This is an optimization exercise on Yosys and OpenROAD, whose aim is small area, a short achievable clock period and few clock cycles per item, not a production implementation. The RTL was checked by simulation tests, not by an equivalence proof against the original design. Power figures rest on the tool's default switching activity, not on a simulated workload.

Setup of ember:
==> module insertion_sort, before the edit <==
module insertion_sort
  (
   clk,
   rst,
   src_tvalid,
   src_tready,
   src_tdata,
   src_tlast,
   dest_tvalid,
   dest_tready,
   dest_tdata,
   dest_tlast,
   tlast_err
   );
   parameter DATA_WIDTH = 8;
   parameter ADDR_WIDTH = 6;
   localparam N = 2**ADDR_WIDTH;
   input clk;
   input rst;
   input  src_tvalid;
   output src_tready;
   input  [DATA_WIDTH-1:0] src_tdata;
   input  src_tlast;
   output dest_tvalid;
   input  dest_tready;
   output [DATA_WIDTH-1:0] dest_tdata;
   output dest_tlast;
   output tlast_err;
   reg [DATA_WIDTH-1:0] data [0:N-1];   
   reg [N-1:0]          mark;           
   reg [ADDR_WIDTH:0]   n;              
   reg [ADDR_WIDTH:0]   nc;             
   reg [ADDR_WIDTH-1:0] pos;            
   reg                  full;           
   reg                  have;           
   reg [DATA_WIDTH-1:0] x;              
   reg                  xv;             
   reg                  xlast;          
   reg                  rdy;            
   reg                  rdy_max;        
   wire out = have && dest_tready && !rst;
   wire ins = xv && (!full || out);     
   assign src_tready = !rst && rdy;
   assign dest_tvalid = have && !rst;
   assign dest_tdata = data[0];
   assign dest_tlast = mark[0];
   wire acc = src_tvalid && src_tready;
   wire pos_max = &pos;
   assign tlast_err = src_tvalid && !src_tlast && !rst && rdy_max;
   wire done = ins && xlast;
   function lt8;
      input [DATA_WIDTH-1:0] a, b;
      integer j;
      begin
         lt8 = 1'b0;
         for (j = 0; j < DATA_WIDTH; j = j + 1)
           lt8 = (!a[j] && b[j]) || (!a[j] && lt8) || (b[j] && lt8);
      end
   endfunction
   function [N-1:0] therm;
      input [ADDR_WIDTH:0] v;
      reg [N-1:0] t;
      integer k, j;
      begin
         t = {N{1'b0}};
         t[0] = v[0];
         for (k = 1; k < ADDR_WIDTH; k = k + 1)
           for (j = 0; j < N/2; j = j + 1)
             if (j < (1 << k)) begin
                t[j+(1<<k)] = v[k] & t[j];
                t[j]        = v[k] | t[j];
             end
         therm = {N{v[ADDR_WIDTH]}} | t;
      end
   endfunction
   wire [N-1:0] Tn = therm(n);
   wire [N-1:0] Tc = therm(nc);
   reg [N+1:0] L;
   reg [N:0]   V;
   reg [N-1:0] s_dn, s_up, s_x, s_h;
   reg [DATA_WIDTH-1:0] d_dn, d_up, d_next [0:N-1];
   integer i;
   always @* begin
      L[0] = 1'b1;
      L[N+1] = 1'b0;
      for (i = 0; i < N; i = i + 1)
        L[i+1] = !ins || Tc[i] || (Tn[i] && lt8(data[i], x));
      for (i = 0; i < N; i = i + 1)
        V[i] = Tn[i];
      V[N] = 1'b0;
      for (i = 0; i < N; i = i + 1) begin
         s_dn[i] = out && L[i+2];
         s_up[i] = !out && !L[i];
         s_x[i]  = out ? (L[i+1] && !L[i+2]) : (L[i] && !L[i+1]);
         s_h[i]  = out ? !L[i+1] : L[i+1];
         d_dn = (i < N-1) ? data[(i+1)%N] : {DATA_WIDTH{1'b0}};
         d_up = (i > 0) ? data[(i+N-1)%N] : {DATA_WIDTH{1'b0}};
         d_next[i] = ({DATA_WIDTH{s_dn[i]}} & d_dn)
                   | ({DATA_WIDTH{s_up[i]}} & d_up)
                   | ({DATA_WIDTH{s_x[i]}}  & x)
                   | ({DATA_WIDTH{s_h[i]}}  & data[i]);
      end
   end
   wire [ADDR_WIDTH:0] n_next = n + ins - out;
   wire xv_next = acc || (xv && !ins);
   wire [ADDR_WIDTH-1:0] pos_next = !acc ? pos : (src_tlast || pos_max) ? 0 : pos + 1'b1;
   wire rdy_next = !(xv_next && n_next == N);
   always @(posedge clk) begin
      for (i = 0; i < N; i = i + 1)
        data[i] <= d_next[i];
      for (i = 0; i < N; i = i + 1) begin
         if (rst)
           mark[i] <= 1'b0;
         else if (done && (out ? (V[i] && !V[i+1]) : ((i == 0 || V[(i+N-1)%N]) && !V[i])))
           mark[i] <= 1'b1;
         else if (out)
           mark[i] <= (i < N-1) ? mark[(i+1)%N] : 1'b0;
      end
      if (acc) begin
         x <= src_tdata;
         xlast <= src_tlast || pos_max;
      end
      xv <= xv_next;
      rdy <= rdy_next;
      rdy_max <= rdy_next && (&pos_next);
      n <= n_next;
      full <= (n_next == N);
      if (done) begin
         nc <= n_next;
         have <= 1'b1;
      end else if (out) begin
         nc <= nc - 1'b1;
         have <= (nc != 1);
      end
      pos <= pos_next;
      if (rst) begin
         n <= 0;
         nc <= 0;
         pos <= 0;
         full <= 1'b0;
         have <= 1'b0;
         xv <= 1'b0;
         rdy <= 1'b1;
         rdy_max <= 1'b0;
      end
   end
endmodule
Settings: LEC_CHECK=0, CAP_MARGIN=20, CORE_MARGIN=2, CORE_UTILIZATION=40, SETUP_SLACK_MARGIN=5, SLEW_MARGIN=20; clock period 10.0 ns.
run.sh (not shown) runs the stock make flow with config.mk's settings and CLKGATE_MAP_FILE= SYNTH_SCRIPT=/design/flow/synth_recipe.tcl, a recipe that flattens the netlist after the stock synthesis.
Testbench counts of ember, summed over its fixed seeds: cycles 10,876, items 10,357.
Changes in harbor relative to ember:
==> flow/design.v <==
module insertion_sort
  (
   clk,
   rst,
   src_tvalid,
   src_tready,
   src_tdata,
   src_tlast,
   dest_tvalid,
   dest_tready,
   dest_tdata,
   dest_tlast,
   tlast_err
   );
   parameter DATA_WIDTH = 8;
   parameter ADDR_WIDTH = 6;
   localparam N = 2**ADDR_WIDTH;
   input clk;
   input rst;
   input  src_tvalid;
   output src_tready;
   input  [DATA_WIDTH-1:0] src_tdata;
   input  src_tlast;
   output dest_tvalid;
   input  dest_tready;
   output [DATA_WIDTH-1:0] dest_tdata;
   output dest_tlast;
   output tlast_err;
   reg [DATA_WIDTH-1:0] data [0:N-1];   
   reg [N-1:0]          mark;           
   reg [ADDR_WIDTH:0]   n;              
   reg [ADDR_WIDTH:0]   nc;             
   reg [ADDR_WIDTH-1:0] pos;            
   reg                  full;           
   reg                  have;           
   wire out = have && dest_tready && !rst;
   assign src_tready = !rst && (!full || (have && dest_tready));
   assign dest_tvalid = have && !rst;
   assign dest_tdata = data[0];
   assign dest_tlast = mark[0];
   wire ins = src_tvalid && src_tready;
   wire pos_max = &pos;
   assign tlast_err = ins && pos_max && !src_tlast;
   wire done = ins && (src_tlast || pos_max);
   function lt8;
      input [DATA_WIDTH-1:0] a, b;
      integer j;
      begin
         lt8 = 1'b0;
         for (j = 0; j < DATA_WIDTH; j = j + 1)
           lt8 = (!a[j] && b[j]) || (!a[j] && lt8) || (b[j] && lt8);
      end
   endfunction
   reg [N+1:0] L;
   reg [N:0]   V;
   reg [N-1:0] s_dn, s_up, s_x, s_h;
   reg [DATA_WIDTH-1:0] d_dn, d_up, d_next [0:N-1];
   function [N-1:0] therm;
      input [ADDR_WIDTH:0] v;
      reg [N-1:0] t;
      integer k, j;
      begin
         t = {N{1'b0}};
         t[0] = v[0];
         for (k = 1; k < ADDR_WIDTH; k = k + 1)
           for (j = 0; j < N/2; j = j + 1)
             if (j < (1 << k)) begin
                t[j+(1<<k)] = v[k] & t[j];
                t[j]        = v[k] | t[j];
             end
         therm = {N{v[ADDR_WIDTH]}} | t;
      end
   endfunction
   wire [N-1:0] Tn = therm(n);
   wire [N-1:0] Tc = therm(nc);
   integer i;
   always @* begin
      L[0] = 1'b1;
      L[N+1] = 1'b0;
      for (i = 0; i < N; i = i + 1)
        L[i+1] = !ins || Tc[i] || (Tn[i] && lt8(data[i], src_tdata));
      for (i = 0; i < N; i = i + 1)
        V[i] = Tn[i];
      V[N] = 1'b0;
      for (i = 0; i < N; i = i + 1) begin
         s_dn[i] = out && L[i+2];
         s_up[i] = !out && !L[i];
         s_x[i]  = out ? (L[i+1] && !L[i+2]) : (L[i] && !L[i+1]);
         s_h[i]  = out ? !L[i+1] : L[i+1];
         d_dn = (i < N-1) ? data[(i+1)%N] : {DATA_WIDTH{1'b0}};
         d_up = (i > 0) ? data[(i+N-1)%N] : {DATA_WIDTH{1'b0}};
         d_next[i] = ({DATA_WIDTH{s_dn[i]}} & d_dn)
                   | ({DATA_WIDTH{s_up[i]}} & d_up)
                   | ({DATA_WIDTH{s_x[i]}}  & src_tdata)
                   | ({DATA_WIDTH{s_h[i]}}  & data[i]);
      end
   end
   wire [ADDR_WIDTH:0] n_next = n + ins - out;
   always @(posedge clk) begin
      for (i = 0; i < N; i = i + 1)
        data[i] <= d_next[i];
      for (i = 0; i < N; i = i + 1) begin
         if (rst)
           mark[i] <= 1'b0;
         else if (done && (out ? (V[i] && !V[i+1]) : ((i == 0 || V[(i+N-1)%N]) && !V[i])))
           mark[i] <= 1'b1;
         else if (out)
           mark[i] <= (i < N-1) ? mark[(i+1)%N] : 1'b0;
      end
      n <= n_next;
      full <= (n_next == N);
      if (done) begin
         nc <= n_next;
         have <= 1'b1;
      end else if (out) begin
         nc <= nc - 1'b1;
         have <= (nc != 1);
      end
      if (done)     pos <= 0;
      else if (ins) pos <= pos + 1'b1;
      if (rst) begin
         n <= 0;
         nc <= 0;
         pos <= 0;
         full <= 1'b0;
         have <= 1'b0;
      end
   end
endmodule
Notes after the runs:
- Compared to ember, harbor has total non-filler cell area in the finished layout 0.41% higher.
- Relative to ember, the number of buffers created by CTS of harbor is higher by 1.4%.
- harbor vs. ember: length of routed wiring on met1 went up about 0.64%, multi-input combinational cell count moved up.
- Delta (harbor minus ember): number of top-level design ports shows no meaningful change, clock network contribution to total cell area shows an increase of 0.36 points, multiplexer share of the synthesized area shows no meaningful change, mean number of vias per cell shows an increase of 1.6%, fmax shows a reduction of about 1.1%.
- Re routed length on met3: harbor is 20% up on ember.
Testbench counts of harbor, summed over its fixed seeds: cycles 10,866, items 10,357.

== before ==
Starting RTL as in the previous note.
Settings: LEC_CHECK=0, CAP_MARGIN=20, CORE_MARGIN=2, CORE_UTILIZATION=40, SLEW_MARGIN=20; clock period 10.0 ns.
standard.sh (not shown) runs the stock make flow with config.mk's settings and CLKGATE_MAP_FILE= SYNTH_SCRIPT=/design/flow/synth_recipe.tcl, a recipe that flattens the netlist after the stock synthesis.
==> flow/flow/run.sh <==
#!/bin/bash
# The standard layout (standard.sh and the ORFS flow) with these changes:
# - synthesis is the standard one (synth_recipe.tcl) except that ABC maps the
#   logic with flow/abc_area.script: one area-oriented mapping pass (delay
#   relaxed, after two rounds of &dc2 restructuring) and no buffering or gate sizing, which the layout's repair
#   steps do later where timing needs it;
# - timing repair aims at a larger setup margin than config.mk accepts, so
#   that repair works the design below the fixed clock period;
# - clock tree synthesis clusters at most 10 flip-flops within 40 um per
#   clkbuf_4 leaf buffer and inserts no dummy loads, which makes a smaller
#   tree than the default clkbuf_16 one while keeping clock-pin slew low.
# make's whole output goes to standard.log; ORFS keeps each step's log under
# orfs/logs.
set -euo pipefail
here=$PWD
export MY_ABC_SCRIPT=$here/flow/abc_area.script
export FLOW_REF_SYNTH=$here/synth_recipe.tcl
bash standard.sh SYNTH_SCRIPT=$here/flow/synth.tcl SETUP_SLACK_MARGIN=5.6 \
  "CTS_ARGS=-sink_clustering_enable -repair_clock_nets -dont_use_dummy_load -buf_list sky130_fd_sc_hd__clkbuf_4 -sink_clustering_size 10 -sink_clustering_max_diameter 40" \
  finish > standard.log 2>&1
==> flow/flow/abc_area.script <==
&get -n
&st
&dc2
&dc2
&dch
&nf -R 1000 -p
&put
topo
==> flow/flow/synth.tcl <==
# The standard synthesis (synth_recipe.tcl, sourced unchanged), except that
# ABC's technology mapping runs the script in $MY_ABC_SCRIPT in place of
# ORFS's abc_speed.script.  Only the combinational mapping changes: the
# registers, their names and cells come out as in the standard synthesis.
proc abc {args} {
  set i [lsearch -exact $args -script]
  if {$i >= 0 && [string match *abc_speed.script [lindex $args [expr {$i + 1}]]]} {
    lset args [expr {$i + 1}] $::env(MY_ABC_SCRIPT)
  }
  yosys abc {*}$args
}
source $::env(FLOW_REF_SYNTH)
Testbench counts of before, summed over its fixed seeds: cycles 10,876, items 10,357.
For after, these inputs were changed with respect to before:
diff --git a/flow/design.v b/flow/design.v
--- a/flow/design.v
+++ b/flow/design.v
@@ -32,23 +32,21 @@
    reg [ADDR_WIDTH:0]   nc;             
    reg [ADDR_WIDTH-1:0] pos;            
    reg                  full;           
    reg                  have;           
-   reg [DATA_WIDTH-1:0] x;              
-   reg                  xv;             
-   reg                  xlast;          
    reg                  rdy;            
    reg                  rdy_max;        
    wire out = have && dest_tready && !rst;
-   wire ins = xv && (!full || out);     
    assign src_tready = !rst && rdy;
    assign dest_tvalid = have && !rst;
    assign dest_tdata = data[0];
    assign dest_tlast = mark[0];
    wire acc = src_tvalid && src_tready;
+   wire ins = acc;
+   wire [DATA_WIDTH-1:0] x = src_tdata;
    wire pos_max = &pos;
    assign tlast_err = src_tvalid && !src_tlast && !rst && rdy_max;
-   wire done = ins && xlast;
+   wire done = acc && (src_tlast || pos_max);
    function lt8;
       input [DATA_WIDTH-1:0] a, b;
       integer j;
       begin
@@ -101,11 +99,10 @@
                    | ({DATA_WIDTH{s_h[i]}}  & data[i]);
       end
    end
    wire [ADDR_WIDTH:0] n_next = n + ins - out;
-   wire xv_next = acc || (xv && !ins);
    wire [ADDR_WIDTH-1:0] pos_next = !acc ? pos : (src_tlast || pos_max) ? 0 : pos + 1'b1;
-   wire rdy_next = !(xv_next && n_next == N);
+   wire rdy_next = !(n_next == N);
    always @(posedge clk) begin
       for (i = 0; i < N; i = i + 1)
         data[i] <= d_next[i];
       for (i = 0; i < N; i = i + 1) begin
@@ -115,13 +112,8 @@
            mark[i] <= 1'b1;
          else if (out)
            mark[i] <= (i < N-1) ? mark[(i+1)%N] : 1'b0;
       end
-      if (acc) begin
-         x <= src_tdata;
-         xlast <= src_tlast || pos_max;
-      end
-      xv <= xv_next;
       rdy <= rdy_next;
       rdy_max <= rdy_next && (&pos_next);
       n <= n_next;
       full <= (n_next == N);
@@ -138,9 +130,8 @@
          nc <= 0;
          pos <= 0;
          full <= 1'b0;
          have <= 1'b0;
-         xv <= 1'b0;
          rdy <= 1'b1;
          rdy_max <= 1'b0;
       end
    end
[summary]
- Changes observed in after relative to before: number of buffers created by CTS higher, number of non-filler instances in the completed layout now larger, transition at the pin with the smallest max-transition slack fell 0.19 ns, via count increased by 4.1% relative to the old numbers.
- In the flow results for after and before, the critical path depth is larger on after.
- Buffers plus inverters on the worst setup path in after is 2 above before.
- The higher clock group share of total power came out of before.
- after against before: total power now larger; aggregate global-route resource usage went up 3.3 points.
- In the reports for after and before, the smaller post-layout utilization of the core belongs to before.
Testbench counts of after, summed over its fixed seeds: cycles 10,868, items 10,357.

Starting RTL as in the previous note.
export LEC_CHECK = 0
export CAP_MARGIN = 20
export CORE_MARGIN = 2
export CORE_UTILIZATION = 40
export SLEW_MARGIN = 20
create_clock -name core_clock -period 10.0 [get_ports {clk}]
==> flow/flow/run.sh <==
#!/bin/bash
# The standard layout (standard.sh and the ORFS flow) with these changes:
# - synthesis is the standard one (synth_recipe.tcl) except that ABC maps the
#   logic with flow/abc_area.script: one area-oriented mapping pass (delay
#   relaxed, after two rounds of &dc2 restructuring), no buffering or gate
#   sizing, which the layout's repair steps do later where timing needs it,
#   and no 4-input NOR cells (see flow/synth.tcl);
# - timing repair aims at a larger setup margin than config.mk accepts, so
#   that repair works the design below the fixed clock period;
# - clock tree synthesis clusters at most 10 flip-flops within 40 um per
#   clkbuf_4 leaf buffer and inserts no dummy loads, which makes a smaller
#   tree than the default clkbuf_16 one while keeping clock-pin slew low.
# make's whole output goes to standard.log; ORFS keeps each step's log under
# orfs/logs.
set -euo pipefail
here=$PWD
export MY_ABC_SCRIPT=$here/flow/abc_area.script
export FLOW_REF_SYNTH=$here/synth_recipe.tcl
bash standard.sh SYNTH_SCRIPT=$here/flow/synth.tcl SETUP_SLACK_MARGIN=5.6 \
  "CTS_ARGS=-sink_clustering_enable -repair_clock_nets -dont_use_dummy_load -buf_list sky130_fd_sc_hd__clkbuf_4 -sink_clustering_size 10 -sink_clustering_max_diameter 40" \
  finish > standard.log 2>&1
==> flow/flow/synth.tcl <==
# The standard synthesis (synth_recipe.tcl, sourced unchanged), except that
# ABC's technology mapping runs the script in $MY_ABC_SCRIPT in place of
# ORFS's abc_speed.script, and may not use the 4-input NOR cells (their four
# stacked p-transistors make them slow on the short port-to-port paths).
# Only the combinational mapping changes: the registers, their names and
# cells come out as in the standard synthesis.
proc abc {args} {
  set i [lsearch -exact $args -script]
  if {$i >= 0 && [string match *abc_speed.script [lindex $args [expr {$i + 1}]]]} {
    lset args [expr {$i + 1}] $::env(MY_ABC_SCRIPT)
    foreach c {nor4_1 nor4_2 nor4_4 nor4b_1 nor4b_2 nor4b_4 nor4bb_1 nor4bb_2 nor4bb_4} {
      lappend args -dont_use sky130_fd_sc_hd__$c
    }
  }
  yosys abc {*}$args
}
source $::env(FLOW_REF_SYNTH)
Scripts as last shown in full above: flow/flow/abc_area.script
The first run finished clean.
Testbench counts at the start, summed over its fixed seeds: cycles 10,876, items 10,357.
==> next run, changes <==
--- a/flow/design.v
+++ b/flow/design.v
@@ -33,21 +33,19 @@
    reg [ADDR_WIDTH-1:0] pos;            
    reg                  full;           
    reg                  have;           
-   reg [DATA_WIDTH-1:0] x;              
-   reg                  xv;             
-   reg                  xlast;          
    reg                  rdy;            
    reg                  rdy_max;        
    wire out = have && dest_tready && !rst;
-   wire ins = xv && (!full || out);     
    assign src_tready = !rst && rdy;
    assign dest_tvalid = have && !rst;
    assign dest_tdata = data[0];
    assign dest_tlast = mark[0];
    wire acc = src_tvalid && src_tready;
+   wire ins = acc;
+   wire [DATA_WIDTH-1:0] x = src_tdata;
    wire pos_max = &pos;
    assign tlast_err = src_tvalid && !src_tlast && !rst && rdy_max;
-   wire done = ins && xlast;
+   wire done = acc && (src_tlast || pos_max);
    function lt8;
       input [DATA_WIDTH-1:0] a, b;
       integer j;
@@ -102,9 +100,8 @@
       end
    end
    wire [ADDR_WIDTH:0] n_next = n + ins - out;
-   wire xv_next = acc || (xv && !ins);
    wire [ADDR_WIDTH-1:0] pos_next = !acc ? pos : (src_tlast || pos_max) ? 0 : pos + 1'b1;
-   wire rdy_next = !(xv_next && n_next == N);
+   wire rdy_next = !(n_next == N);
    always @(posedge clk) begin
       for (i = 0; i < N; i = i + 1)
         data[i] <= d_next[i];
@@ -116,11 +113,6 @@
          else if (out)
            mark[i] <= (i < N-1) ? mark[(i+1)%N] : 1'b0;
       end
-      if (acc) begin
-         x <= src_tdata;
-         xlast <= src_tlast || pos_max;
-      end
-      xv <= xv_next;
       rdy <= rdy_next;
       rdy_max <= rdy_next && (&pos_next);
       n <= n_next;
@@ -139,7 +131,6 @@
          pos <= 0;
          full <= 1'b0;
          have <= 1'b0;
-         xv <= 1'b0;
          rdy <= 1'b1;
          rdy_max <= 1'b0;
       end
Effect: Critical path depth goes down by 2. Power goes up by about 9%. Die area goes down by 1.2%. Routed wire length goes up by about 7%. Non-clock buffer count goes down by 43. Final area goes down by 1.9%. Setup slack improved by 0.17 ns. Clock skew goes down by 0.022 ns. Synthesized cell count goes down by 0.56%.
Testbench counts after the change, summed over its fixed seeds: cycles 10,868, items 10,357.

[separate check: timing with driven ports]
The results above use ideal ports. As a check the final layouts listed here were re-extracted and re-timed, cells and wires unchanged.
Step 1 sets driving cells, clkbuf_16 on the clock port and buf_2 on the other inputs (assumed; they add their load-dependent delay and slew).
Step 2 also shifts input and output timing later by t, the mid clock arrival at the registers, as if the neighbouring blocks saw the same clock.
Slacks: no drivers / after step 1 / after step 2; pairs: no drivers / after step 1.
run	t, ns	setup WS [ns]	latest minus earliest clock arrival (ns)
ember	0.680	5.123 / 5.098 / 4.691	0.029 / 0.029
harbor	0.677	5.070 / 5.039 / 4.495	0.041 / 0.041
before	0.938	5.333 / 5.223 / 4.730	0.157 / 0.157
after	0.981	5.575 / 5.539 / 4.630	0.112 / 0.111
the first run of note 3	0.959	5.387 / 5.349 / 4.774	0.135 / 0.135
the second run of note 3	0.961	5.557 / 5.494 / 4.723	0.117 / 0.116
After both steps every run listed still meets setup and hold. For after, which loses most, drivers alone change the setup slack by -0.036 ns; drivers and shift together by -0.945 ns.
